This is an optimization exercise on Yosys and OpenROAD, whose aim is small area, not a production implementation. At most, simulation tests tie the RTL to the original design; equivalence was not proved.

==> inputs of job 5421 <==
Design acdma_top, start of the top module:
module acdma_top (
  input  logic         clk,
  input  logic         rst,
  input  logic [127:0] data_in,
  output logic [127:0] decoded_out
);
==> flow/config.mk <==
export PLATFORM = sky130hd
export DESIGN_NAME = acdma_top
export DESIGN_NICKNAME = acdma_top
export VERILOG_FILES = /design/flow/design.v
export SDC_FILE = /design/flow/constraint.sdc
export NUM_CORES = 4
export LEC_CHECK = 0
export CAP_MARGIN = 20
export CORE_MARGIN = 2
export CORE_UTILIZATION = 70
export PLACE_DENSITY = 0.8
export SLEW_MARGIN = 20
export SYNTH_HIERARCHICAL = 1
export SYNTH_MINIMUM_KEEP_SIZE = 0
==> flow/constraint.sdc <==
create_clock -name core_clock -period 4.0 [get_ports {clk}]
set_input_delay 0.8000 -clock core_clock [delete_from_list [all_inputs] [get_ports {clk}]]
set_output_delay 0.8000 -clock core_clock [all_outputs]
set_load 0.01 [all_outputs]
standard.sh (not shown) runs the stock make flow with config.mk's settings and CLKGATE_MAP_FILE= SYNTH_SCRIPT=/design/flow/synth_recipe.tcl, a recipe that flattens the netlist after the stock synthesis.
==> flow/flow/run.sh <==
#!/bin/bash
# The standard layout, with the smallest buffer on every input and output port
# instead of the flow's default choice, and clock tree synthesis without dummy
# loads and with smaller clock buffers, then downsizing of gates off the
# critical paths after global routing (power recovery).  make's output goes to flow_make.log.
set -euo pipefail
export BUFFER_PORTS_ARGS="-buffer_cell sky130_fd_sc_hd__buf_1"
export CTS_ARGS="-sink_clustering_enable -repair_clock_nets -dont_use_dummy_load -buf_list {sky130_fd_sc_hd__clkbuf_8} -sink_clustering_size 20 -sink_clustering_max_diameter 60"
export RECOVER_POWER=100
bash standard.sh > flow_make.log 2>&1
==> job 6912: changes against job 5421 <==
--- a/flow/design.v
+++ b/flow/design.v
@@ -333,49 +333,49 @@
   end
   wire [4:0] xlo = xl;
   logic [7:0] sl, sh;
   logic clr_lo, clr_hi;
   assign clr_lo = (ph == 4'd4) | (ph == 4'd5);
   always_comb begin
     case (ph)
-      4'd0: sl = 8'h1e;
-      4'd1: sl = 8'h1e;
+      4'd0: sl = 8'h33;
+      4'd1: sl = 8'h33;
       4'd2: sl = 8'h00;
       4'd3: sl = 8'h00;
-      4'd4: sl = 8'h9c;
-      4'd5: sl = 8'h9c;
-      4'd6: sl = 8'hc9;
-      4'd7: sl = 8'hc9;
-      4'd8: sl = 8'h4b;
-      4'd9: sl = 8'h4b;
-      4'd10: sl = 8'h55;
-      4'd11: sl = 8'h55;
-      4'd12: sl = 8'h63;
-      4'd13: sl = 8'h63;
-      4'd14: sl = 8'hc9;
-      4'd15: sl = 8'hc9;
+      4'd4: sl = 8'h65;
+      4'd5: sl = 8'h65;
+      4'd6: sl = 8'h53;
+      4'd7: sl = 8'h53;
+      4'd8: sl = 8'h3c;
+      4'd9: sl = 8'h3c;
+      4'd10: sl = 8'h1e;
+      4'd11: sl = 8'h1e;
+      4'd12: sl = 8'h6a;
+      4'd13: sl = 8'h6a;
+      4'd14: sl = 8'h4d;
+      4'd15: sl = 8'h4d;
       default: sl = 8'h00;
     endcase
   end
   always_ff @(posedge clk) begin
     sh <= sl;
     clr_hi <= clr_lo;
   end
   logic [4:0] klo [0:7];
   logic [6:0] khi [0:7];
-  assign klo[0] = ph[0] ? 5'h0 : 5'h18;
-  assign khi[0] = ph[0] ? 7'h3 : 7'h0;
+  assign klo[0] = ph[0] ? 5'h1c : 5'h1c;
+  assign khi[0] = ph[0] ? 7'h7f : 7'h7f;
   assign klo[1] = ph[0] ? 5'h1c : 5'h1c;
   assign khi[1] = ph[0] ? 7'h7f : 7'h7f;
   assign klo[2] = ph[0] ? 5'h1c : 5'h1c;
   assign khi[2] = ph[0] ? 7'h7f : 7'h7f;
   assign klo[3] = ph[0] ? 5'h1c : 5'h1c;
   assign khi[3] = ph[0] ? 7'h7f : 7'h7f;
-  assign klo[4] = ph[0] ? 5'h1c : 5'h1c;
-  assign khi[4] = ph[0] ? 7'h7f : 7'h7f;
+  assign klo[4] = ph[0] ? 5'h0 : 5'h18;
+  assign khi[4] = ph[0] ? 7'h3 : 7'h0;
   assign klo[5] = ph[0] ? 5'h1c : 5'h1c;
   assign khi[5] = ph[0] ? 7'h7f : 7'h7f;
   assign klo[6] = ph[0] ? 5'h1c : 5'h1c;
   assign khi[6] = ph[0] ? 7'h7f : 7'h7f;
   assign klo[7] = ph[0] ? 5'h1c : 5'h1c;
   assign khi[7] = ph[0] ? 7'h7f : 7'h7f;
   logic [11:0] ring [0:15];
@@ -580,33 +580,33 @@
     ring[14] <= {hs6, ring[13][4:0]};
     ring[15] <= {ring[14][11:5], ls7};
     cy[7] <= lc7[5];
     ring[0] <= {hs7, ring[15][4:0]};
   end
   logic [0:0] cap [0:7];
   always_ff @(posedge clk) begin
-    cap[0] <= ring[0][4:4];
-    cap[1] <= ring[8][4:4];
-    cap[2] <= ring[4][4:4];
-    cap[3] <= ring[12][4:4];
-    cap[4] <= ring[14][4:4];
-    cap[5] <= ring[10][4:4];
+    cap[0] <= ring[8][4:4];
+    cap[1] <= ring[4][4:4];
+    cap[2] <= ring[10][4:4];
+    cap[3] <= ring[6][4:4];
+    cap[4] <= ring[0][4:4];
+    cap[5] <= ring[14][4:4];
     cap[6] <= ring[2][4:4];
-    cap[7] <= ring[6][4:4];
+    cap[7] <= ring[12][4:4];
   end
-  assign decoded_out[7:0] = {ring[1][11:5], cap[0]};
-  assign decoded_out[15:8] = ring[0][11:4];
-  assign decoded_out[23:16] = {ring[9][11:5], cap[1]};
-  assign decoded_out[31:24] = ring[8][11:4];
-  assign decoded_out[39:32] = {ring[5][11:5], cap[2]};
-  assign decoded_out[47:40] = ring[4][11:4];
-  assign decoded_out[55:48] = {ring[13][11:5], cap[3]};
-  assign decoded_out[63:56] = ring[12][11:4];
-  assign decoded_out[71:64] = {ring[15][11:5], cap[4]};
-  assign decoded_out[79:72] = ring[14][11:4];
-  assign decoded_out[87:80] = {ring[11][11:5], cap[5]};
-  assign decoded_out[95:88] = ring[10][11:4];
+  assign decoded_out[7:0] = {ring[9][11:5], cap[0]};
+  assign decoded_out[15:8] = ring[8][11:4];
+  assign decoded_out[23:16] = {ring[5][11:5], cap[1]};
+  assign decoded_out[31:24] = ring[4][11:4];
+  assign decoded_out[39:32] = {ring[11][11:5], cap[2]};
+  assign decoded_out[47:40] = ring[10][11:4];
+  assign decoded_out[55:48] = {ring[7][11:5], cap[3]};
+  assign decoded_out[63:56] = ring[6][11:4];
+  assign decoded_out[71:64] = {ring[1][11:5], cap[4]};
+  assign decoded_out[79:72] = ring[0][11:4];
+  assign decoded_out[87:80] = {ring[15][11:5], cap[5]};
+  assign decoded_out[95:88] = ring[14][11:4];
   assign decoded_out[103:96] = {ring[3][11:5], cap[6]};
   assign decoded_out[111:104] = ring[2][11:4];
-  assign decoded_out[119:112] = {ring[7][11:5], cap[7]};
-  assign decoded_out[127:120] = ring[6][11:4];
+  assign decoded_out[119:112] = {ring[13][11:5], cap[7]};
+  assign decoded_out[127:120] = ring[12][11:4];
 endmodule
==> comparison table <==
	job 5421	job 6912
Outcome	timing/DRC/antenna clean	timing/DRC/antenna clean
Largest fanout on the critical path	9	8
Sinks on the clock net	294	295
Total met2 wirelength after detailed routing	13,900 µm	13,900 µm
Number of multi-input combinational cells in the layout	634	644
Global-route wire length before repair	43,100 µm	42,400 µm
RSZ-0062 raised after global routing	no	yes
Cell type of the slowest stage on the worst timing path	mux2i_1	xnor2_2
Sum of met3 wire segment lengths after detailed routing	1350 µm	1440 µm
Instance area after placement	15,100 µm²	15,100 µm²
The RTL of job 6912 was laid out without a check of its function.

-- afterwards: timing with drivers on the ports --
Ports are ideal in the flow. The routed layouts listed here were re-timed in OpenROAD.
Step 1 (the two cells are an assumption about what drives the block):
set clk [get_ports {clk}]
set_driving_cell -lib_cell sky130_fd_sc_hd__clkbuf_16 $clk
set_driving_cell -lib_cell sky130_fd_sc_hd__buf_2 [delete_from_list [all_inputs] $clk]
Step 2 also shifts input and output timing later by t, the mid clock arrival at the registers, as if the neighbouring blocks saw the same clock.
a / b / c = ideal ports / drivers / drivers and shift; a / b = the first two.
| run | t (ns) | setup slack, ns | slew at the worst register clock pin (ns) | worst slew at a driven data input, ns | cell pins on the clock port's net |
|---|---|---|---|---|---|
| job 5421 | 0.546 | 0.167 / 0.167 / 0.167 | 0.12 / 0.12 | 0.05 | 1 |
| job 6912 | 0.547 | 0.058 / 0.058 / 0.058 | 0.12 / 0.12 | 0.05 | 1 |
After both steps every run listed still meets setup and hold.
